This is an optimization exercise on Yosys and OpenROAD, whose aim is small area and a short achievable clock period, not a production implementation. Function was checked by simulation only, so behaviour that the tests miss may differ from the original.

## flow/design.v (module list and top-level ports; edited modules follow where they fit)
// module direct_FIR: 1616 lines
// module fa3: 6 lines
// module synthesis_direct_FIR: 8 lines
module synthesis_direct_FIR(out, inp, clk, rstn);
  // ...
==> flow/run.sh <==
#!/bin/bash
# synth_recipe.tcl (not shown) runs the flow's synth.tcl, then flattens the netlist and writes it again
# the make line also repeats each setting of config.mk as NAME=value (left out here)
make -C /OpenROAD-flow-scripts/flow DESIGN_CONFIG=/design/flow/config.mk WORK_HOME=/design/flow/orfs CLKGATE_MAP_FILE= SYNTH_SCRIPT=/design/flow/synth_recipe.tcl finish
==> flow/config.mk <==
export PLATFORM = sky130hd
export DESIGN_NAME = synthesis_direct_FIR
export DESIGN_NICKNAME = synthesis_direct_FIR
export VERILOG_FILES = /design/flow/design.v
export SDC_FILE = /design/flow/constraint.sdc
export NUM_CORES = 4
export LEC_CHECK = 0
export CAP_MARGIN = 20
export CORE_MARGIN = 2
export CORE_UTILIZATION = 40
export SLEW_MARGIN = 20
export SYNTH_HIERARCHICAL = 1
export SYNTH_MINIMUM_KEEP_SIZE = 0
==> flow/constraint.sdc <==
create_clock -name core_clock -period 11.5 [get_ports {clk}]
set_input_delay 2.3000 -clock core_clock [delete_from_list [all_inputs] [get_ports {clk}]]
set_output_delay 2.3000 -clock core_clock [all_outputs]
set_load 0.01 [all_outputs]
==> impl_metrics.ini, run 1 <==
[global_route]
grtUsageMet2_pct = 37.83
grt_pass1_wl_um = 60980
met1_usage_pct = 28.76

[floorplan]
rows = 71
die_x_um = 198.1

[detailed_routing]
wl_per_cell_um = 24.90
route.detailed.drc = 0
ant_nets = 0

[final_layout]
stdcell_area_um2 = 16670
final_layout_size_suffix_gt1_share_pct = 3.223
final_cells = 1597
reg_top3 = DIR_FIR.out x26, DIR_FIR.pa x25, DIR_FIR.pb x25
seq_share_pct = 20.65
seqCellArea_um2 = 3443
inv_count = 137

[cts]
root_buffer = clkbuf_16
clkSlewWorstSetupHoldPaths_ns = 0.08

[logic_synthesis]
synth_top_area_share_pct = 60.99
ys_warn_count = 7
synth_compound_area_share_pct = 3.530
synthArstFlopShare_pct = 0
synth_cell_type_count = 42

[worst_setup_path]
path_depth = 8
rrSetupSlack_ns = 6.85
arrival_ns = 4.99
crit_chain = fa_1, fa_1, fa_1, fa_1, fa_1, fa_1, fa_1, fa_1

[flow_run]
maxCapViolCount = 0

[min_path]
holdCritStartpoint = DIR_FIR.pb[0]$_DFF_P_
hold_path_class = reg -> reg
whs_path_depth = 1

[timing]
timing.final.ws_setup_ns = 6.848
fin_crit_ns = 4.652

[status]
run_status = complete, no violations
==> run 2, diff against run 1 <==
--- a/flow/design.v
+++ b/flow/design.v
@@ -12,16 +12,17 @@
     always @(posedge clk) begin
         x0 <= rstn ? inp : 16'd0;
         x1 <= x0;
         x2 <= x1;
         x3 <= x2;
         x4 <= x3;
         x5 <= x4;
     end
+    reg q0, q1, q2, q3, q4, q5, q6, q7, q8, q9, q10, q11, q12, q13, q14, q15, q16, q17, q18, q19, q20, q21, q22, q23, q24, q25, q26, q27, q28, q29, q30, q31, q32, q33, q34, q35, q36, q37, q38, q39, q40, q41, q42, q43, q44, q45, q46, q47, q48, q49, q50, q51, q52, q53, q54, q55, q56, q57, q58, q59, q60, q61, q62, q63, q64, q65, q66, q67, q68, q69, q70, q71, q72, q73, q74, q75, q76, q77, q78, q79, q80, q81, q82, q83, q84, q85, q86, q87, q88, q89, q90, q91, q92, q93, q94, q95;
     wire s1;
     wire c2;
     wire s3;
     wire c4;
     wire s5;
     wire c6;
     wire s7;
     wire c8;
@@ -1552,71 +1553,167 @@
     fa3 us913 (.a(s819), .b(c814), .c(s821), .s(s913), .co(c914));
     fa3 us915 (.a(~c816), .b(s823), .c(c818), .s(s915), .co(c916));
     fa3 us917 (.a(s825), .b(c820), .c(s827), .s(s917), .co(c918));
     fa3 us919 (.a(c822), .b(s829), .c(c824), .s(s919), .co(c920));
     fa3 us921 (.a(s831), .b(c826), .c(s833), .s(s921), .co(c922));
     fa3 us923 (.a(c828), .b(s835), .c(c830), .s(s923), .co(c924));
     fa3 us925 (.a(x5[15]), .b(c706), .c(c832), .s(s925), .co(c926));
     fa3 us927 (.a(s837), .b(c834), .c(c836), .s(s927), .co(c928));
-    assign s929 = c56 ^ s709;
-    assign c930 = c56 & s709;
-    fa3 us931 (.a(c710), .b(s843), .c(s841), .s(s931), .co(c932));
-    fa3 us933 (.a(c844), .b(s845), .c(c842), .s(s933), .co(c934));
-    fa3 us935 (.a(c846), .b(s849), .c(c848), .s(s935), .co(c936));
-    fa3 us937 (.a(c850), .b(s853), .c(c852), .s(s937), .co(c938));
-    fa3 us939 (.a(c854), .b(s857), .c(c856), .s(s939), .co(c940));
-    fa3 us941 (.a(c858), .b(s861), .c(c860), .s(s941), .co(c942));
-    fa3 us943 (.a(c862), .b(s865), .c(c864), .s(s943), .co(c944));
-    fa3 us945 (.a(c866), .b(s869), .c(c868), .s(s945), .co(c946));
-    fa3 us947 (.a(c870), .b(s873), .c(c872), .s(s947), .co(c948));
-    fa3 us949 (.a(c874), .b(s877), .c(c876), .s(s949), .co(c950));
-    fa3 us951 (.a(c878), .b(s881), .c(c880), .s(s951), .co(c952));
-    fa3 us953 (.a(c882), .b(s885), .c(c884), .s(s953), .co(c954));
-    fa3 us955 (.a(s889), .b(c886), .c(c888), .s(s955), .co(c956));
-    fa3 us957 (.a(c890), .b(s893), .c(c892), .s(s957), .co(c958));
-    fa3 us959 (.a(c894), .b(s897), .c(s899), .s(s959), .co(c960));
-    fa3 us961 (.a(c898), .b(s901), .c(s903), .s(s961), .co(c962));
-    fa3 us963 (.a(s905), .b(c902), .c(s907), .s(s963), .co(c964));
-    fa3 us965 (.a(s909), .b(c906), .c(s911), .s(s965), .co(c966));
-    fa3 us967 (.a(s913), .b(c910), .c(c912), .s(s967), .co(c968));
-    fa3 us969 (.a(s917), .b(c914), .c(s919), .s(s969), .co(c970));
-    fa3 us971 (.a(s921), .b(c918), .c(s923), .s(s971), .co(c972));
-    fa3 us973 (.a(s925), .b(c922), .c(s927), .s(s973), .co(c974));
-    fa3 us975 (.a(~x3[15]), .b(c838), .c(c926), .s(s975), .co(c976));
-    assign s977 = c14 ^ s929;
-    assign c978 = c14 & s929;
-    fa3 us979 (.a(c930), .b(c840), .c(s931), .s(s979), .co(c980));
-    fa3 us981 (.a(s847), .b(c932), .c(s933), .s(s981), .co(c982));
-    fa3 us983 (.a(c934), .b(s851), .c(s935), .s(s983), .co(c984));
-    fa3 us985 (.a(s855), .b(c936), .c(s937), .s(s985), .co(c986));
-    fa3 us987 (.a(s859), .b(c938), .c(s939), .s(s987), .co(c988));
-    fa3 us989 (.a(s863), .b(c940), .c(s941), .s(s989), .co(c990));
-    fa3 us991 (.a(s867), .b(c942), .c(s943), .s(s991), .co(c992));
-    fa3 us993 (.a(s871), .b(c944), .c(s945), .s(s993), .co(c994));
-    fa3 us995 (.a(s875), .b(c946), .c(s947), .s(s995), .co(c996));
-    fa3 us997 (.a(s879), .b(c948), .c(s949), .s(s997), .co(c998));
-    fa3 us999 (.a(s883), .b(c950), .c(s951), .s(s999), .co(c1000));
-    fa3 us1001 (.a(s887), .b(c952), .c(s953), .s(s1001), .co(c1002));
-    fa3 us1003 (.a(s891), .b(c954), .c(s955), .s(s1003), .co(c1004));
-    fa3 us1005 (.a(s895), .b(c956), .c(s957), .s(s1005), .co(c1006));
-    fa3 us1007 (.a(c896), .b(c958), .c(s959), .s(s1007), .co(c1008));
-    fa3 us1009 (.a(c900), .b(s961), .c(c960), .s(s1009), .co(c1010));
-    fa3 us1011 (.a(c904), .b(s963), .c(c962), .s(s1011), .co(c1012));
-    fa3 us1013 (.a(c908), .b(s965), .c(c964), .s(s1013), .co(c1014));
-    fa3 us1015 (.a(s915), .b(c966), .c(s967), .s(s1015), .co(c1016));
-    fa3 us1017 (.a(c916), .b(s969), .c(c968), .s(s1017), .co(c1018));
-    fa3 us1019 (.a(c920), .b(s971), .c(c970), .s(s1019), .co(c1020));
-    fa3 us1021 (.a(c924), .b(s973), .c(c972), .s(s1021), .co(c1022));
-    fa3 us1023 (.a(c928), .b(s975), .c(c974), .s(s1023), .co(c1024));
+    assign s929 = q0 ^ q1;
+    assign c930 = q0 & q1;
+    fa3 us931 (.a(q4), .b(q5), .c(q6), .s(s931), .co(c932));
+    fa3 us933 (.a(q8), .b(q9), .c(q10), .s(s933), .co(c934));
+    fa3 us935 (.a(q12), .b(q13), .c(q14), .s(s935), .co(c936));
+    fa3 us937 (.a(q16), .b(q17), .c(q18), .s(s937), .co(c938));
+    fa3 us939 (.a(q20), .b(q21), .c(q22), .s(s939), .co(c940));
+    fa3 us941 (.a(q24), .b(q25), .c(q26), .s(s941), .co(c942));
+    fa3 us943 (.a(q28), .b(q29), .c(q30), .s(s943), .co(c944));
+    fa3 us945 (.a(q32), .b(q33), .c(q34), .s(s945), .co(c946));
+    fa3 us947 (.a(q36), .b(q37), .c(q38), .s(s947), .co(c948));
+    fa3 us949 (.a(q40), .b(q41), .c(q42), .s(s949), .co(c950));
+    fa3 us951 (.a(q44), .b(q45), .c(q46), .s(s951), .co(c952));
+    fa3 us953 (.a(q48), .b(q49), .c(q50), .s(s953), .co(c954));
+    fa3 us955 (.a(q52), .b(q53), .c(q54), .s(s955), .co(c956));
+    fa3 us957 (.a(q56), .b(q57), .c(q58), .s(s957), .co(c958));
+    fa3 us959 (.a(q60), .b(q61), .c(q62), .s(s959), .co(c960));
+    fa3 us961 (.a(q64), .b(q65), .c(q66), .s(s961), .co(c962));
+    fa3 us963 (.a(q68), .b(q69), .c(q70), .s(s963), .co(c964));
+    fa3 us965 (.a(q72), .b(q73), .c(q74), .s(s965), .co(c966));
+    fa3 us967 (.a(q76), .b(q77), .c(q78), .s(s967), .co(c968));
+    fa3 us969 (.a(q80), .b(q81), .c(q82), .s(s969), .co(c970));
+    fa3 us971 (.a(q84), .b(q85), .c(q86), .s(s971), .co(c972));
+    fa3 us973 (.a(q88), .b(q89), .c(q90), .s(s973), .co(c974));
+    fa3 us975 (.a(q92), .b(q93), .c(q95), .s(s975), .co(c976));
+    assign s977 = q2 ^ q3;
+    assign c978 = q2 & q3;
+    fa3 us979 (.a(q7), .b(c930), .c(s931), .s(s979), .co(c980));
+    fa3 us981 (.a(q11), .b(c932), .c(s933), .s(s981), .co(c982));
+    fa3 us983 (.a(q15), .b(c934), .c(s935), .s(s983), .co(c984));
+    fa3 us985 (.a(q19), .b(c936), .c(s937), .s(s985), .co(c986));
+    fa3 us987 (.a(q23), .b(c938), .c(s939), .s(s987), .co(c988));
+    fa3 us989 (.a(q27), .b(c940), .c(s941), .s(s989), .co(c990));
+    fa3 us991 (.a(q31), .b(c942), .c(s943), .s(s991), .co(c992));
+    fa3 us993 (.a(q35), .b(c944), .c(s945), .s(s993), .co(c994));
+    fa3 us995 (.a(q39), .b(c946), .c(s947), .s(s995), .co(c996));
+    fa3 us997 (.a(q43), .b(c948), .c(s949), .s(s997), .co(c998));
+    fa3 us999 (.a(q47), .b(c950), .c(s951), .s(s999), .co(c1000));
+    fa3 us1001 (.a(q51), .b(c952), .c(s953), .s(s1001), .co(c1002));
+    fa3 us1003 (.a(q55), .b(c954), .c(s955), .s(s1003), .co(c1004));
+    fa3 us1005 (.a(q59), .b(c956), .c(s957), .s(s1005), .co(c1006));
+    fa3 us1007 (.a(q63), .b(c958), .c(s959), .s(s1007), .co(c1008));
+    fa3 us1009 (.a(q67), .b(c960), .c(s961), .s(s1009), .co(c1010));
+    fa3 us1011 (.a(q71), .b(c962), .c(s963), .s(s1011), .co(c1012));
+    fa3 us1013 (.a(q75), .b(c964), .c(s965), .s(s1013), .co(c1014));
+    fa3 us1015 (.a(q79), .b(c966), .c(s967), .s(s1015), .co(c1016));
+    fa3 us1017 (.a(q83), .b(c968), .c(s969), .s(s1017), .co(c1018));
+    fa3 us1019 (.a(q87), .b(c970), .c(s971), .s(s1019), .co(c1020));
+    fa3 us1021 (.a(q91), .b(c972), .c(s973), .s(s1021), .co(c1022));
+    fa3 us1023 (.a(~q94), .b(c974), .c(s975), .s(s1023), .co(c1024));
     wire [25:0] ra = {~1'b0, c1024, c1022, c1020, c1018, c1016, c1014, c1012, c1010, c1008, c1006, c1004, c1002, c1000, c998, c996, c994, c992, c990, c988, c986, c984, c982, c980, c978, s977};
-    wire [25:0] rb = {1'b0, c976, s1023, s1021, s1019, s1017, s1015, s1013, s1011, s1009, s1007, s1005, s1003, s1001, s999, s997, s995, s993, s991, s989, s987, s985, s983, s981, s979, s839};
-    reg [25:0] pa, pb;
-    always @(posedge clk) begin pa <= ra; pb <= rb; end
-    wire [25:0] sum = pa + pb;
+    wire [25:0] rb = {1'b0, c976, s1023, s1021, s1019, s1017, s1015, s1013, s1011, s1009, s1007, s1005, s1003, s1001, s999, s997, s995, s993, s991, s989, s987, s985, s983, s981, s979, s929};
+    always @(posedge clk) begin
+        q0 <= s839;
+        q1 <= c56;
+        q2 <= s709;
+        q3 <= c14;
+        q4 <= c840;
+        q5 <= s841;
+        q6 <= s843;
+        q7 <= c710;
+        q8 <= c842;
+        q9 <= c844;
+        q10 <= s845;
+        q11 <= s847;
+        q12 <= c846;
+        q13 <= c848;
+        q14 <= s849;
+        q15 <= s851;
+        q16 <= c850;
+        q17 <= c852;
+        q18 <= s853;
+        q19 <= s855;
+        q20 <= c854;
+        q21 <= c856;
+        q22 <= s857;
+        q23 <= s859;
+        q24 <= c858;
+        q25 <= c860;
+        q26 <= s861;
+        q27 <= s863;
+        q28 <= c862;
+        q29 <= c864;
+        q30 <= s865;
+        q31 <= s867;
+        q32 <= c866;
+        q33 <= c868;
+        q34 <= s869;
+        q35 <= s871;
+        q36 <= c870;
+        q37 <= c872;
+        q38 <= s873;
+        q39 <= s875;
+        q40 <= c874;
+        q41 <= c876;
+        q42 <= s877;
+        q43 <= s879;
+        q44 <= c878;
+        q45 <= c880;
+        q46 <= s881;
+        q47 <= s883;
+        q48 <= c882;
+        q49 <= c884;
+        q50 <= s885;
+        q51 <= s887;
+        q52 <= c886;
+        q53 <= c888;
+        q54 <= s889;
+        q55 <= s891;
+        q56 <= c890;
+        q57 <= c892;
+        q58 <= s893;
+        q59 <= s895;
+        q60 <= c894;
+        q61 <= c896;
+        q62 <= s897;
+        q63 <= s899;
+        q64 <= c898;
+        q65 <= c900;
+        q66 <= s901;
+        q67 <= s903;
+        q68 <= c902;
+        q69 <= c904;
+        q70 <= s905;
+        q71 <= s907;
+        q72 <= c906;
+        q73 <= c908;
+        q74 <= s909;
+        q75 <= s911;
+        q76 <= c910;
+        q77 <= c912;
+        q78 <= s913;
+        q79 <= s915;
+        q80 <= c914;
+        q81 <= c916;
+        q82 <= s917;
+        q83 <= s919;
+        q84 <= c918;
+        q85 <= c920;
+        q86 <= s921;
+        q87 <= s923;
+        q88 <= c922;
+        q89 <= c924;
+        q90 <= s925;
+        q91 <= s927;
+        q92 <= c926;
+        q93 <= c928;
+        q94 <= x3[15];
+        q95 <= c838;
+    end
+    wire [25:0] sum = ra + rb;
     always @(posedge clk) out <= sum;
 endmodule
 module fa3 (a, b, c, s, co);
     input a, b, c;
     output s, co;
     assign s = a ^ b ^ c;
     assign co = (a & b) | (a & c) | (b & c);
 endmodule
==> flow/config.mk (replaced) <==
export PLATFORM = sky130hd
export DESIGN_NAME = synthesis_direct_FIR
export DESIGN_NICKNAME = synthesis_direct_FIR
export VERILOG_FILES = /design/flow/design.v
export SDC_FILE = /design/flow/constraint.sdc
export NUM_CORES = 4
export LEC_CHECK = 0
export CAP_MARGIN = 20
export CORE_MARGIN = 2
export CORE_UTILIZATION = 40
export CTS_BUF_LIST = sky130_fd_sc_hd__clkbuf_4 sky130_fd_sc_hd__clkbuf_8
export CTS_CLUSTER_DIAMETER = 60
export CTS_CLUSTER_SIZE = 30
export SLEW_MARGIN = 20
export SYNTH_HIERARCHICAL = 1
export SYNTH_MINIMUM_KEEP_SIZE = 0
==> run 2 against run 1 <==
Still clean on timing, DRC and antenna. Register-to-register slack better by 0.80 ns. Utilization is essentially flat. Clock-buffer cell count is 9 higher. Routed wire length increased by 5.2%. First-iteration DRC count shrank 15%. Largest cell class unchanged.
==> impl_metrics.ini, run 2 <==
[worst_setup_path]
arrival_ns = 4.33
reg2reg_from = DIR_FIR.x0[11]$_SDFF_PN0_
timing.rr.end = DIR_FIR.q43$_DFF_P_
critPathRequiredTime_ns = 11.98
crit_type = reg -> reg
rr_worst_depth = 6
crit_fanout = 7
rrSetupSlack_ns = 7.65
crit_path_end_kind = register
startpoint_type = register

[logic_synthesis]
synth_xor_area_share_pct = 1.042
ys_seq_area_share_pct = 27.21
synth_flop_cell = dfxtp_1
synth-simple-area-share_pct = 2.845
synth_edf_count = 0
synth_top_cell_by_area = fa_1
synth_area_um2 = 15970
syn-num-nets = 1585
yosys-top-cells-area = fa_1, dfxtp_1, ha_1, inv_1, xnor2_1
synthMuxAreaShare_pct = 0.07053
synth_seq_cells = 217
yosysMostFrequentCell = fa_1
synthArstFlopShare_pct = 0
synth_area_per_cell_um2 = 15.21
synth_compound_area_share_pct = 3.354
synth_top_family_by_area = adder cells
synth-adder-area-share_pct = 62.10
synth_top_area_share_pct = 57.55
ys_warn_count = 7
synth_common_cells = fa_1, dfxtp_1, inv_1
synthCells = 1050
synth_cell_type_count = 53

[cts]
cts_tree = built
ctsHtreeMaxLevel = 1
insertion_delay_ns = 0.60
post_cts_buffers = 0
cts_buffers = 25
clkSinkCount = 217
clkSlewWorstSetupHoldPaths_ns = 0.11
root_buffer = clkbuf_8
cts_hold_buf = 0
clockBufferDepth = 3
cts.repair.resized = 0

[timing]
fin_crit_ns = 3.853
whs_ns = 0.5304
slew_viol_final = 0
period_share_pct = 33.50
tns_ns = 0
tightestPinTransition_ns = 0.8556
finalHoldViolCount = 0
finalSetupViolCount = 0
maxSlewHeadroom_pct = 42.88
grt_setup_unrepaired = false
fmax_mhz = 259.6
fin_worst_skew_ns = 0.03058

[global_route]
grt_use_total_pct = 22.39
grt_pass1_wl_um = 65430
antenna_found_initial = 1
grt_max_degree = 19
overflow = 0
grt_pass1_vias = 10080

[floorplan]
die_x_um = 203.8
start_util_pct = 40.37
core-area_um2 = 39550
num_io_pins = 44
rows = 73
fp.dieH_um = 203.8
dieArea_um2 = 41530

[detailed_routing]
post_drt_via_cell_ratio = 4.915
firstDrtPassIters = 4
first_iter_violations = 472
route.detailed.drc = 0
ant_nets = 0
postRouteWirelength_um = 41840
wl_per_cell_um = 25.21
vias = 8159

[place]
gp_congestion = 0.9162
hpwl_um = 35240
io_buffers = 43

[min_path]
whs_path_depth = 0
holdCritStartpoint = DIR_FIR.x1[0]$_DFF_P_
hold_path_class = reg -> reg
hold_path_end = DIR_FIR.x2[0]$_DFF_P_

[flow_run]
maxCapViolCount = 0

[final_layout]
top_register = DIR_FIR.out
final_layout_size_suffix_gt1_share_pct = 5.379
layout.nets = 1650
area_growth_pct = 10.33
layout_commonest_cell = fa_1
mostFrequentLayoutCells = fa_1, dfxtp_1, inv_1
fill_cells = 3579
largest_register_ffs = 26

[status]
run_status = complete, no violations
run 2: changes by cell type after synthesis, sizes merged, moves of 4 or more:
cell   before  now
dfxtp     172  217
nand2      19   14
nand3       9    4
nor3        0    4
run 2: metal layers:
layer / up-vias / global-route usage, % / part of all wire [%]
li1: 3369 / - / -
met1: 4539 / 28.13 / 39
met2: 196 / 40.26 / 53
met3: 55 / 2.924 / 4.8
met4: 0 / 6.830 / 3.0
met5: - / 0 / 0
run 2: cell families (layout without fill, tap and decap cells):
family | Yosys count | after routing
xor+xnor | 19 | 19
simple gates | 83 | 83
flops | 217 | 217
other cells | 0 | 1
mux | 1 | 1
buf+inv | 141 | 225
fa+ha+maj | 517 | 517
compound gates | 72 | 72
run 2: worst max-delay path: stages, from the launching register on:
cell     delay, ns
dfxtp_1       0.75
fa_1          0.54
fa_1          0.46
fa_1          0.47
fa_1          0.50
fa_1          0.58
fa_1          0.44
run 2: Yosys stat by module (local to each module, per instance), a selection:
module | cell area (um2) | cells
direct_FIR | 6797 | 592
fa3 | 20.02 | 1
run 2: worst max path at each step:
| stage | slack (ns) | start | cells past startpoint | endpoint |
|---|---|---|---|---|
| 6_report | 7.65 | DIR_FIR.x0[11]$_SDFF_PN0_ | 6 | DIR_FIR.q43$_DFF_P_ |
| 5_1_grt | 7.57 | DIR_FIR.out[25]$_DFF_P_ | 1 | out[25] |
| 4_1_cts | 7.59 | DIR_FIR.out[25]$_DFF_P_ | 1 | out[25] |
| 3_5_place_dp | 7.63 | DIR_FIR.x0[11]$_SDFF_PN0_ | 6 | DIR_FIR.q43$_DFF_P_ |
| 3_3_place_gp | 7.65 | DIR_FIR.x0[11]$_SDFF_PN0_ | 6 | DIR_FIR.q43$_DFF_P_ |
| 2_1_floorplan | 8.10 | DIR_FIR.x1[8]$_DFF_P_ | 6 | DIR_FIR.q43$_DFF_P_ |
run 2: metrics by stage:
| stage | utilization, % | std cells | setup WS (ns) | area, um2 |
|---|---|---|---|---|
| floorplan | - | 1050 | 8.098 | 15970 |
| global placement | 43.04 | 1613 | 7.649 | 17020 |
| detailed placement | 43.04 | 1613 | 7.630 | 17020 |
| CTS | 44.53 | 1659 | 7.593 | 17610 |
| global route | 44.53 | 1659 | 7.568 | 17610 |
| finish | 44.54 | 1660 | 7.647 | 17610 |
run 2: area by class of cell:
cell class	instances	area, um2	share of cell area (%)
Sequential cell	217	4344	24.66
Inverter	136	510.5	2.898
Clock inverter	19	216.5	1.229
Clock buffer	27	371.6	2.110
Timing Repair Buffer	43	430.4	2.444
Multi-Input combinational cell	692	11080	62.91
Tap cell	525	656.9	3.729
Antenna cell	1	2.502	0.01421
==> run 3, diff against run 2 <==
--- a/flow/config.mk
+++ b/flow/config.mk
@@ -8,9 +8,8 @@
 export CAP_MARGIN = 20
 export CORE_MARGIN = 2
 export CORE_UTILIZATION = 40
-export CTS_BUF_LIST = sky130_fd_sc_hd__clkbuf_4 sky130_fd_sc_hd__clkbuf_8
-export CTS_CLUSTER_DIAMETER = 60
-export CTS_CLUSTER_SIZE = 30
+export CTS_BUF_LIST = sky130_fd_sc_hd__clkbuf_8
+export CTS_CLUSTER_SIZE = 20
 export SLEW_MARGIN = 20
 export SYNTH_HIERARCHICAL = 1
 export SYNTH_MINIMUM_KEEP_SIZE = 0
==> run 3 against run 2 <==
Still clean on timing, DRC and antenna. Via count rose by 1.7%. Utilization up 0.66 points. Flip-flop and latch count unchanged. Critical path depth unchanged.
==> impl_metrics.ini, run 3 <==
[min_path]
hold_path_class = reg -> reg
holdCritStartpoint = DIR_FIR.x0[1]$_SDFF_PN0_

[cts]
post_cts_buffers = 0
clkSinkCount = 217
cts_hold_buf = 0
clockBufferDepth = 3
ctsHtreeMaxLevel = 2
root_buffer = clkbuf_8
insertion_delay_ns = 0.59
clkSlewWorstSetupHoldPaths_ns = 0.06
cts_tree = built
cts_buffers = 41
cts.repair.resized = 0

[final_layout]
stdcell_area_um2 = 17880
top_register = DIR_FIR.out
final_layout_size_suffix_gt1_share_pct = 6.730
num_antenna_cells = 0
mostFrequentLayoutCells = fa_1, dfxtp_1, inv_1
largest_register_ffs = 26
layout_commonest_cell = fa_1
area_growth_pct = 11.97
layout.nets = 1666

[worst_setup_path]
critPathRequiredTime_ns = 11.95
cp.buffers_inverters = 0
crit_path_max_incr_delay_ns = 0.74
cp_common_cell = fa_1
crit_type = reg -> reg
reg2reg_from = DIR_FIR.x1[8]$_DFF_P_
crit_chain = fa_1, fa_1, fa_1, fa_1, fa_1, fa_1
critPathTopFamily = adder cells
rrSetupSlack_ns = 7.65
startpoint_type = register
cp-startpoint = DIR_FIR.x1[8]$_DFF_P_
arrival_ns = 4.30
crit_path_end_kind = register
slowest_stage = dfxtp_1
crit_fanout = 7

[place]
hpwl_um = 35240
gp_congestion = 0.9162
io_buffers = 43
placed_cell_area_um2 = 17020

[detailed_routing]
wl_per_cell_um = 25.22
firstDrtPassIters = 4
postRouteWirelength_um = 42470
post_drt_via_cell_ratio = 4.925
first_iter_violations = 497
ant_nets = 0
route.detailed.drc = 0
vias = 8294

[logic_synthesis]
synth_area_um2 = 15970
synth_top_area_share_pct = 57.55
synth_seq_cells = 217
yosys-top-cells-area = fa_1, dfxtp_1, ha_1, inv_1, xnor2_1
synth_flop_cell = dfxtp_1
ys_warn_count = 7
synthArstFlopShare_pct = 0
synth_cell_type_count = 53
synth_common_cells = fa_1, dfxtp_1, inv_1
yosysMostFrequentCell = fa_1
synth_area_per_cell_um2 = 15.21
synth_top_cell_by_area = fa_1
synthCells = 1050
synth_edf_count = 0
ys_seq_area_share_pct = 27.21
syn-num-nets = 1585

[timing]
grt_setup_unrepaired = false
tns_ns = 0
finalHoldViolCount = 0
period_share_pct = 33.45
slew_viol_final = 0
fmax_mhz = 260.0
tightestPinTransition_ns = 0.8805
maxSlewHeadroom_pct = 41.22
fin_worst_skew_ns = 0.02069
fin_crit_ns = 3.847
finalSetupViolCount = 0

[floorplan]
die_x_um = 203.8
start_util_pct = 40.37
rows = 73
dieArea_um2 = 41530
fp.dieH_um = 203.8
core-area_um2 = 39550
num_io_pins = 44

[global_route]
overflow = 0
grt_use_total_pct = 22.80
antenna_found_initial = 1
grt_pass1_wl_um = 65800
grt_max_degree = 17
grt_pass1_vias = 10260

[status]
run_status = complete, no violations

[flow_run]
maxCapViolCount = 0
==> run 3: cell counts after synthesis <==
Identical to the previous run, type by type.
==> run 3: worst paths after layout <==
kind | to | depth (start not counted)
max | DIR_FIR.q43$_DFF_P_ | 6
min | DIR_FIR.x1[1]$_DFF_P_ | 0
max reg2reg | DIR_FIR.q43$_DFF_P_ | 6
min reg2reg | DIR_FIR.x1[1]$_DFF_P_ | 0
==> run 3: layout make-up <==
cell class	count	area (um2)
clock buffers	49	674.4
inverters	136	510.5
flip-flops and latches	217	4344
well taps	525	656.9
clock inverters	22	177.7
repair buffers	43	430.4
fillers	3537	21670
multi-input cells	692	11080
==> run 3: routing by layer <==
| metal | track usage, % | vias to the layer above | share of wire, % |
|---|---|---|---|
| li1 | - | 3405 | - |
| met1 | 27.58 | 4548 | 38 |
| met2 | 39.38 | 245 | 51 |
| met3 | 4.283 | 96 | 5.5 |
| met4 | 10.84 | 0 | 5.0 |
| met5 | 0 | - | 0 |
==> run 3: kinds of logic after synthesis <==
| kind of cell | Yosys count | synth area share (%) |
|---|---|---|
| adders and majority gates | 517 | 62.10 |
| DFF | 217 | 27.21 |
| buffers and inverters | 141 | 3.378 |
| and+or+nand+nor | 83 | 2.845 |
| AOI/OAI and AO/OA | 72 | 3.354 |
| xor gates and xnor gates | 19 | 1.042 |
| muxes | 1 | 0.07053 |
==> run 3: metrics by stage <==
| step | utilization (%) | std cells | hold slack, ns | setup slack (ns) |
|---|---|---|---|---|
| after floorplan | - | 1050 | 0.4292 | 8.098 |
| after global placement | 43.04 | 1613 | 0.5299 | 7.649 |
| after detailed placement | 43.04 | 1613 | 0.5301 | 7.630 |
| after CTS | 45.20 | 1684 | 0.5357 | 7.615 |
| after global routing | 45.20 | 1684 | 0.5536 | 7.565 |
| final | 45.20 | 1684 | 0.5350 | 7.653 |
==> run 3: worst register-to-register path: cells and delay by family, from the launching register on <==
family                   cells  cell delay [ns]
adder cells (fa/ha/maj)      6             2.97
flip-flops                   1             0.74
==> run 3: Yosys stat by module, one instance, submodules excluded, a selection <==
module      copies in the design  flip-flops and latches
direct_FIR                     1                     217
fa3                          458                       0
==> run 4, diff against run 3 <==
--- a/flow/config.mk
+++ b/flow/config.mk
@@ -8,8 +8,6 @@
 export CAP_MARGIN = 20
 export CORE_MARGIN = 2
 export CORE_UTILIZATION = 40
-export CTS_BUF_LIST = sky130_fd_sc_hd__clkbuf_8
-export CTS_CLUSTER_SIZE = 20
 export SLEW_MARGIN = 20
 export SYNTH_HIERARCHICAL = 1
 export SYNTH_MINIMUM_KEEP_SIZE = 0
==> run 4 against run 3 <==
Still clean. Synthesized area is the same. Clock-buffer cell count shrank 14. Design area increased by 0.47%. Fmax rose by 0.35%. Critical endpoint unchanged. Largest cell class unchanged.
==> impl_metrics.ini, run 4 <==
[logic_synthesis]
synth_edf_count = 0
synth_top_area_share_pct = 57.55
yosysMostFrequentCell = fa_1
synthArstFlopShare_pct = 0
synth_top_cell_by_area = fa_1
synth_flop_cell = dfxtp_1
syn-num-nets = 1585
yosys-top-cells-area = fa_1, dfxtp_1, ha_1, inv_1, xnor2_1
synth_area_per_cell_um2 = 15.21
synth_seq_cells = 217
synth_common_cells = fa_1, dfxtp_1, inv_1
synth_cell_type_count = 53
ys_seq_area_share_pct = 27.21
synth_area_um2 = 15970
ys_warn_count = 7
synthCells = 1050

[final_layout]
fill_cells = 3530
layout.nets = 1652
largest_register_ffs = 26
area_growth_pct = 12.49
mostFrequentLayoutCells = fa_1, dfxtp_1, inv_1
num_antenna_cells = 0
top_register = DIR_FIR.out
layout_commonest_cell = fa_1
final_layout_size_suffix_gt1_share_pct = 5.453
final_util_pct = 45.41

[place]
io_buffers = 43
gp_congestion = 0.9162
hpwl_um = 35240

[worst_setup_path]
crit_fanout = 6
critPathRequiredTime_ns = 11.93
crit_type = reg -> reg
cp-startpoint = DIR_FIR.x0[11]$_SDFF_PN0_
reg2reg_from = DIR_FIR.x0[11]$_SDFF_PN0_
startpoint_type = register
crit_path_end_kind = register
arrival_ns = 4.26

[timing]
period_share_pct = 33.33
maxSlewHeadroom_pct = 42.80
tightestPinTransition_ns = 0.8569
fin_crit_ns = 3.833
finalSetupViolCount = 0
fin_worst_skew_ns = 0.01353
slew_viol_final = 0
finalHoldViolCount = 0
tns_ns = 0
grt_setup_unrepaired = false
fmax_mhz = 260.9

[detailed_routing]
route.detailed.drc = 0
vias = 8300
firstDrtPassIters = 5
postRouteWirelength_um = 42400
ant_nets = 0
wl_per_cell_um = 25.51
first_iter_violations = 519
post_drt_via_cell_ratio = 4.994

[cts]
insertion_delay_ns = 0.55
cts_tree = built
clockBufferDepth = 3
clkSinkCount = 217
post_cts_buffers = 0
cts_hold_buf = 0
cts.repair.resized = 0
root_buffer = clkbuf_16
ctsHtreeMaxLevel = 1
cts_buffers = 27
clkSlewWorstSetupHoldPaths_ns = 0.06

[global_route]
grt_pass1_wl_um = 65670
grt_use_total_pct = 22.61
grt_pass1_vias = 10170
grt_max_degree = 17
overflow = 0
antenna_found_initial = 1

[min_path]
holdCritStartpoint = DIR_FIR.x0[1]$_SDFF_PN0_
hold_path_class = reg -> reg

[floorplan]
dieArea_um2 = 41530
num_io_pins = 44
core-area_um2 = 39550
die_x_um = 203.8
start_util_pct = 40.37
rows = 73
fp.dieH_um = 203.8

[flow_run]
maxCapViolCount = 0

[status]
run_status = complete, no violations
## run 4: critical path, stage by stage, from the launching register on
cell	delay (ns)
dfxtp_1	0.74
fa_1	0.54
fa_1	0.46
fa_1	0.47
fa_1	0.50
fa_1	0.57
fa_1	0.44
## run 4: through the flow
step	worst slack, ns	instance area [um2]	hold WS (ns)	instances
global placement	7.649	17020	0.5299	1613
floorplan	8.098	15970	0.4292	1050
finish	7.667	17960	0.5415	1662
CTS	7.630	17960	0.5375	1662
global route	7.574	17960	0.5627	1662
detailed placement	7.630	17020	0.5301	1613
## run 4: kinds of logic after synthesis
family	synth area share, %
fa+ha+maj	62.10
flops	27.21
buf+inv	3.378
simple gates	2.845
compound gates	3.354
xor+xnor	1.042
mux	0.07053
## run 4: layer usage
layer	part of all wire, %	wire length (um)	vias to the layer above	GRT usage [%]
met5	0	0	-	0
met3	5.5	2322	87	4.107
met4	5.2	2185	0	9.724
met2	51	21600	251	39.10
li1	-	-	3375	-
met1	38	16300	4587	27.81
## run 4: path summary, 6_finish.rpt
check             cells after the start                     to  slack (ns)
hold / removal                        0  DIR_FIR.x1[1]$_DFF_P_        0.54
setup / recovery                      6    DIR_FIR.q43$_DFF_P_        7.67
setup reg to reg                      6    DIR_FIR.q43$_DFF_P_        7.67
hold reg to reg                       0  DIR_FIR.x1[1]$_DFF_P_        0.54
## run 4: layout make-up
cell class	instances	area, um2	area share (%)
clock buffers	35	765.7	4.264
clock inverters	14	170.2	0.9475
inverters	136	510.5	2.842
multi-input cells	692	11080	61.70
flip-flops and latches	217	4344	24.19
well taps	525	656.9	3.658
repair buffers	43	430.4	2.397
## run 4: modules after synthesis, one instance, submodules excluded, excerpt
module	cell area [um2]	cells inside	copies in the design
fa3	20.02	1	458
direct_FIR	6797	592	1
==> run 5, diff against run 4 <==
==> flow/flow/run.sh (new file) <==
#!/bin/bash
# Own layout flow: the standard ORFS flow, with the port buffers built
# from regular buffers instead of delay buffers, and setup repair asked to
# leave a margin (SETUP_MARGIN ns) so that it also works on paths that
# already meet the design's clock period.
set -euo pipefail
cd "$(dirname "$0")/.."
export BUFFER_PORTS_ARGS="-buffer_cell sky130_fd_sc_hd__buf_4"
export SETUP_SLACK_MARGIN=${SETUP_MARGIN:-0}
bash standard.sh > standard_make.log 2>&1
==> flow/standard.sh (new file) <==
#!/bin/bash
# synth_recipe.tcl (not shown) runs the flow's synth.tcl, then flattens the netlist and writes it again
# the make line also repeats each setting of config.mk as NAME=value (left out here)
make -C /OpenROAD-flow-scripts/flow DESIGN_CONFIG=/design/flow/config.mk WORK_HOME=/design/flow/orfs CLKGATE_MAP_FILE= SYNTH_SCRIPT=/design/flow/synth_recipe.tcl "${@:-finish}"
--- a/flow/config.mk
+++ b/flow/config.mk
@@ -8,6 +8,9 @@
 export CAP_MARGIN = 20
 export CORE_MARGIN = 2
 export CORE_UTILIZATION = 40
+export CTS_BUF_LIST = sky130_fd_sc_hd__clkbuf_4 sky130_fd_sc_hd__clkbuf_8
+export CTS_CLUSTER_DIAMETER = 60
+export CTS_CLUSTER_SIZE = 30
 export SLEW_MARGIN = 20
 export SYNTH_HIERARCHICAL = 1
 export SYNTH_MINIMUM_KEEP_SIZE = 0
removed: flow/run.sh
==> run 5 against run 4 <==
Utilization decreased by 1.2 points. Register-to-register slack worse by 0.06 ns. Hold slack got worse by 0.014 ns. Routed wire length down 1.9%. Clock-buffer cell count is 12 lower.
==> impl_metrics.ini, run 5 <==
[status]
run_status = complete, no violations

[logic_synthesis]
synth_flop_cell = dfxtp_1
ys_seq_area_share_pct = 27.21
yosysMostFrequentCell = fa_1
yosys-top-cells-area = fa_1, dfxtp_1, ha_1, inv_1, xnor2_1
synthCells = 1050
synth_top_area_share_pct = 57.55
synth_cell_type_count = 53
synth_edf_count = 0
syn-num-nets = 1585
ys_warn_count = 7
synthArstFlopShare_pct = 0
synth_area_per_cell_um2 = 15.21
synth_common_cells = fa_1, dfxtp_1, inv_1
synth_area_um2 = 15970
synth_seq_cells = 217
synth_top_cell_by_area = fa_1

[worst_setup_path]
rr_worst_depth = 6
cp-startpoint = DIR_FIR.x0[8]$_SDFF_PN0_
path_depth = 6
crit_path_end_kind = register
slowest_stage = dfxtp_1
cp_common_cell = fa_1
reg2reg_from = DIR_FIR.x0[8]$_SDFF_PN0_
arrival_ns = 4.34
crit_type = reg -> reg
crit_fanout = 6
crit_chain = fa_1, fa_1, fa_1, fa_1, fa_1, fa_1
startpoint_type = register
critPathRequiredTime_ns = 11.96
rrSetupSlack_ns = 7.61
cp.buffers_inverters = 0
critPathTopFamily = adder cells
crit_path_max_incr_delay_ns = 0.75
timing.rr.end = DIR_FIR.q43$_DFF_P_
critPathCapture = DIR_FIR.q43$_DFF_P_

[timing]
period_share_pct = 33.81
fmax_mhz = 257.2
tns_ns = 0
fin_worst_skew_ns = 0.04650
finalHoldViolCount = 0
finalSetupViolCount = 0
fin_crit_ns = 3.888
grt_setup_unrepaired = false
maxSlewHeadroom_pct = 49.38
slew_viol_final = 0
tightestPinTransition_ns = 0.7583

[flow_run]
maxCapViolCount = 0

[final_layout]
area_growth_pct = 9.616
layout_commonest_cell = fa_1
num_antenna_cells = 0
largest_register_ffs = 26
final_layout_size_suffix_gt1_share_pct = 8.688
final_cells = 1653
layout.nets = 1647
mostFrequentLayoutCells = fa_1, dfxtp_1, inv_1
top_register = DIR_FIR.out

[detailed_routing]
vias = 8213
postRouteWirelength_um = 41590
ant_nets = 0
first_iter_violations = 444
route.detailed.drc = 0
firstDrtPassIters = 5
post_drt_via_cell_ratio = 4.969
wl_per_cell_um = 25.16

[floorplan]
fp.dieH_um = 203.8
core-area_um2 = 39550
start_util_pct = 40.37
die_x_um = 203.8
dieArea_um2 = 41530
num_io_pins = 44
rows = 73

[cts]
cts_hold_buf = 0
clkSinkCount = 217
cts_buffers = 22
cts.repair.resized = 0
clkSlewWorstSetupHoldPaths_ns = 0.12
clockBufferDepth = 3
root_buffer = clkbuf_8
post_cts_buffers = 0
ctsHtreeMaxLevel = 1
insertion_delay_ns = 0.59
cts_tree = built

[place]
hpwl_um = 35200
dpl.cell_count = 1613
io_buffers = 43
gp_congestion = 0.9300

[global_route]
grt_pass1_wl_um = 65260
grt_max_degree = 23
grt_pass1_vias = 10020
overflow = 0
grt_use_total_pct = 22.30
antenna_found_initial = 1

[min_path]
holdCritStartpoint = DIR_FIR.x0[1]$_SDFF_PN0_
hold_path_class = reg -> reg
run 5: cell counts after synthesis:
No cell type changed its count.
run 5: logic make-up after synthesis:
kind of cell	share of synthesized area (%)
adder cells (fa/ha/maj)	62.10
flip-flops	27.21
buffers and inverters	3.378
AND/OR/NAND/NOR	2.845
AO/OA/AOI/OAI	3.354
XOR/XNOR	1.042
multiplexers	0.07053
run 5: area by class of cell:
class,instances,area [um2]
clock buffers,23,316.6
multi-input cells,692,11080
repair buffers,43,322.8
well taps,525,656.9
clock inverters,17,267.8
flip-flops and latches,217,4344
inverters,136,510.5
fillers,3548,22050
run 5: per-stage QoR:
stage	utilization (%)	area [um2]	worst slack [ns]	hold WS, ns
final	44.25	17500	7.612	0.5270
after global routing	44.25	17500	7.485	0.5564
after CTS	44.25	17500	7.575	0.5343
after detailed placement	42.77	16920	7.629	0.5098
after global placement	42.77	16920	7.671	0.5012
after floorplan	-	15970	8.098	0.4292
run 5: worst min-delay path by stage:
stage	slack, ns	end	depth (start not counted)
2_1_floorplan	0.43	DIR_FIR.x1[1]$_DFF_P_	0
3_3_place_gp	0.50	DIR_FIR.x1[1]$_DFF_P_	0
3_5_place_dp	0.51	DIR_FIR.x1[1]$_DFF_P_	0
4_1_cts	0.53	DIR_FIR.x1[1]$_DFF_P_	0
5_1_grt	0.56	DIR_FIR.x1[1]$_DFF_P_	0
6_report	0.53	DIR_FIR.x1[1]$_DFF_P_	0
run 5: per-module statistics from Yosys (local to each module, per instance), a selection:
| module | copies in the design | cells | cell area (um2) | flip-flops and latches |
|---|---|---|---|---|
| direct_FIR | 1 | 592 | 6797 | 217 |
| fa3 | 458 | 1 | 20.02 | 0 |
run 5: worst reg2reg max path: stages, from the launching register on:
cell,delay (ns)
dfxtp_1,0.75
fa_1,0.58
fa_1,0.48
fa_1,0.48
fa_1,0.50
fa_1,0.56
fa_1,0.42
run 5: routing by layer:
layer,GRT usage [%],part of all wire [%],routed length (um),up-vias
met5,0,0,0,-
met3,2.844,4.5,1862,76
met1,28.51,40,16600,4539
li1,-,-,-,3370
met4,8.420,3.9,1638,0
met2,38.84,52,21480,228
==> run 6, diff against run 5 <==
--- a/flow/flow/run.sh
+++ b/flow/flow/run.sh
@@ -6,5 +6,5 @@
 set -euo pipefail
 cd "$(dirname "$0")/.."
 export BUFFER_PORTS_ARGS="-buffer_cell sky130_fd_sc_hd__buf_4"
-export SETUP_SLACK_MARGIN=${SETUP_MARGIN:-0}
+export SETUP_SLACK_MARGIN=${SETUP_MARGIN:-8}
 bash standard.sh > standard_make.log 2>&1
==> run 6 against run 5 <==
Final cell count grew 1.9%. Die area is the same. Global-route usage is essentially flat. Hold slack lost 0.12 ns. First-iteration DRC count grew 0.90%. Synthesized cell count is the same. Routed wire length grew 0.56%.
==> impl_metrics.ini, run 6 <==
[status]
run_status = complete, no violations

[detailed_routing]
firstDrtPassIters = 5
vias = 8352
wl_per_cell_um = 24.83
first_iter_violations = 448
route.detailed.drc = 0
postRouteWirelength_um = 41820
ant_nets = 0
post_drt_via_cell_ratio = 4.960

[logic_synthesis]
synth_top_area_share_pct = 57.55
syn-num-nets = 1585
yosysMostFrequentCell = fa_1
synthArstFlopShare_pct = 0
yosys-top-cells-area = fa_1, dfxtp_1, ha_1, inv_1, xnor2_1
synth_top_cell_by_area = fa_1
synth_area_per_cell_um2 = 15.21
synth_area_um2 = 15970
ys_warn_count = 7
synthCells = 1050
synth_seq_cells = 217
synth_edf_count = 0
synth_cell_type_count = 53
ys_seq_area_share_pct = 27.21
synth_common_cells = fa_1, dfxtp_1, inv_1
synth_flop_cell = dfxtp_1

[worst_setup_path]
slowest_stage = dfxtp_1
crit_path_end_kind = register
crit_path_max_incr_delay_ns = 0.74
cp_common_cell = fa_1
critPathRequiredTime_ns = 11.95
crit_chain = fa_1, fa_1, inv_1, fa_1, fa_1, fa_1
startpoint_type = register
arrival_ns = 3.94
crit_type = reg -> reg
crit_fanout = 6

[timing]
period_share_pct = 30.36
tightestPinTransition_ns = 0.7018
fin_worst_skew_ns = 0.05323
whs_ns = 0.4117
grt_setup_unrepaired = true
finalSetupViolCount = 0
fin_crit_ns = 3.491
finalHoldViolCount = 0
fmax_mhz = 286.4
maxSlewHeadroom_pct = 53.15
slew_viol_final = 0
tns_ns = 0
timing.final.ws_setup_ns = 8.009

[final_layout]
multiInputGateArea_um2 = 11130
top_register = DIR_FIR.out
final_cells = 1684
area_growth_pct = 12.32
mostFrequentLayoutCells = fa_1, dfxtp_1, inv_1
largest_register_ffs = 26
seqCellArea_um2 = 4498
layout.nets = 1678
num_antenna_cells = 0
fill_cells = 3520
layout_commonest_cell = fa_1
final_layout_size_suffix_gt1_share_pct = 17.00

[cts]
ctsHtreeMaxLevel = 1
clkSinkCount = 217
cts_tree = built
insertion_delay_ns = 0.59
root_buffer = clkbuf_8
cts_buffers = 22
clockBufferDepth = 3
clkSlewWorstSetupHoldPaths_ns = 0.11

[global_route]
grt_pass1_wl_um = 65200
overflow = 0
grt_use_total_pct = 22.30
grt_pass1_vias = 10000
grt_max_degree = 23
antenna_found_initial = 1

[min_path]
hold_path_class = reg -> reg

[place]
dpl.cell_count = 1613
place_ws_ns = 7.629
gp_congestion = 0.9300
hpwl_um = 35200
io_buffers = 43

[floorplan]
dieArea_um2 = 41530
start_util_pct = 40.37
num_io_pins = 44
core-area_um2 = 39550
die_x_um = 203.8
rows = 73
fp.dieH_um = 203.8

[flow_run]
maxCapViolCount = 0
## run 6: worst max-delay path, delay by kind of cell (launching register included)
family	cells	cell delay (ns)
buffers and inverters	1	0.06
flip-flops	1	0.74
adder cells (fa/ha/maj)	5	2.57
## run 6: kinds of logic after synthesis
| kind of cell | synth area share, % |
|---|---|
| compound gates | 3.354 |
| mux | 0.07053 |
| flops | 27.21 |
| fa+ha+maj | 62.10 |
| simple gates | 2.845 |
| buf+inv | 3.378 |
| xor+xnor | 1.042 |
## run 6: cell type report
cell class | count | area share (%)
inverter | 136 | 2.847
sequential | 217 | 25.08
timing repair buffer | 74 | 3.098
multi-input combinational | 692 | 62.05
tap | 525 | 3.663
clock buffer | 23 | 1.765
clock inverter | 17 | 1.493
## run 6: per-layer routing
metal  part of all wire [%]  vias up  GRT usage, %
met3                    4.2       85         3.068
met4                    4.3        0         8.863
li1                       -     3430             -
met5                      0        -             0
met2                     51      213         38.61
met1                     40     4624         28.37
## run 6: path summary, 6_finish.rpt
check,slack [ns],cells after the start,endpoint,startpoint
setup / recovery,8.01,6,DIR_FIR.q43$_DFF_P_,DIR_FIR.x2[6]$_DFF_P_
hold / removal,0.41,0,DIR_FIR.x2[4]$_DFF_P_,DIR_FIR.x1[4]$_DFF_P_
setup reg to reg,8.01,6,DIR_FIR.q43$_DFF_P_,DIR_FIR.x2[6]$_DFF_P_
hold reg to reg,0.41,0,DIR_FIR.x2[4]$_DFF_P_,DIR_FIR.x1[4]$_DFF_P_
## run 6: stage by stage
step / instance area, um2 / util (%)
after floorplan: 15970 / -
after global placement: 16920 / 42.77
after detailed placement: 16920 / 42.77
after CTS: 17610 / 44.52
after global routing: 17930 / 45.34
final: 17930 / 45.34
## run 6: per-module statistics from Yosys, one instance, submodules excluded, a selection
module      copies in the design  flip-flops and latches  cells  area (um2)
fa3                          458                       0      1       20.02
direct_FIR                     1                     217    592        6797
## run 6: repair_timing
action | 4_1_cts | 5_1_grt
pin swaps | 2 | 8
gates resized for setup | 59 | 43
hold buffers | 0 | 0
buffers inserted | 3 | 28
endpoints found under the setup margin | 24 | 15

[static timing again, ports no longer ideal]
How much do the figures lean on ideal ports? The routed layouts below were timed once more, with nothing changed but the port constraints.
Step 1, drivers: a clkbuf_16 drives clk and a buf_2 each remaining input, both assumed.
Step 2 also shifts input and output timing later by t, the mid clock arrival at the registers, as if the neighbouring blocks saw the same clock.
Slacks: ideal / step 1 / step 2; pairs: ideal / step 1.
run	t (ns)	setup slack, ns	latest minus earliest clock arrival (ns)
run 1	0.514	6.848 / 6.848 / 6.848	0.017 / 0.017
run 2	0.629	7.647 / 7.612 / 7.647	0.032 / 0.033
run 3	0.623	7.653 / 7.624 / 7.653	0.020 / 0.021
run 4	0.601	7.667 / 7.648 / 7.667	0.014 / 0.013
run 5	0.618	7.612 / 7.612 / 7.612	0.050 / 0.050
run 6	0.616	8.009 / 8.009 / 8.009	0.054 / 0.054
After both steps setup and hold are still met in every run listed.
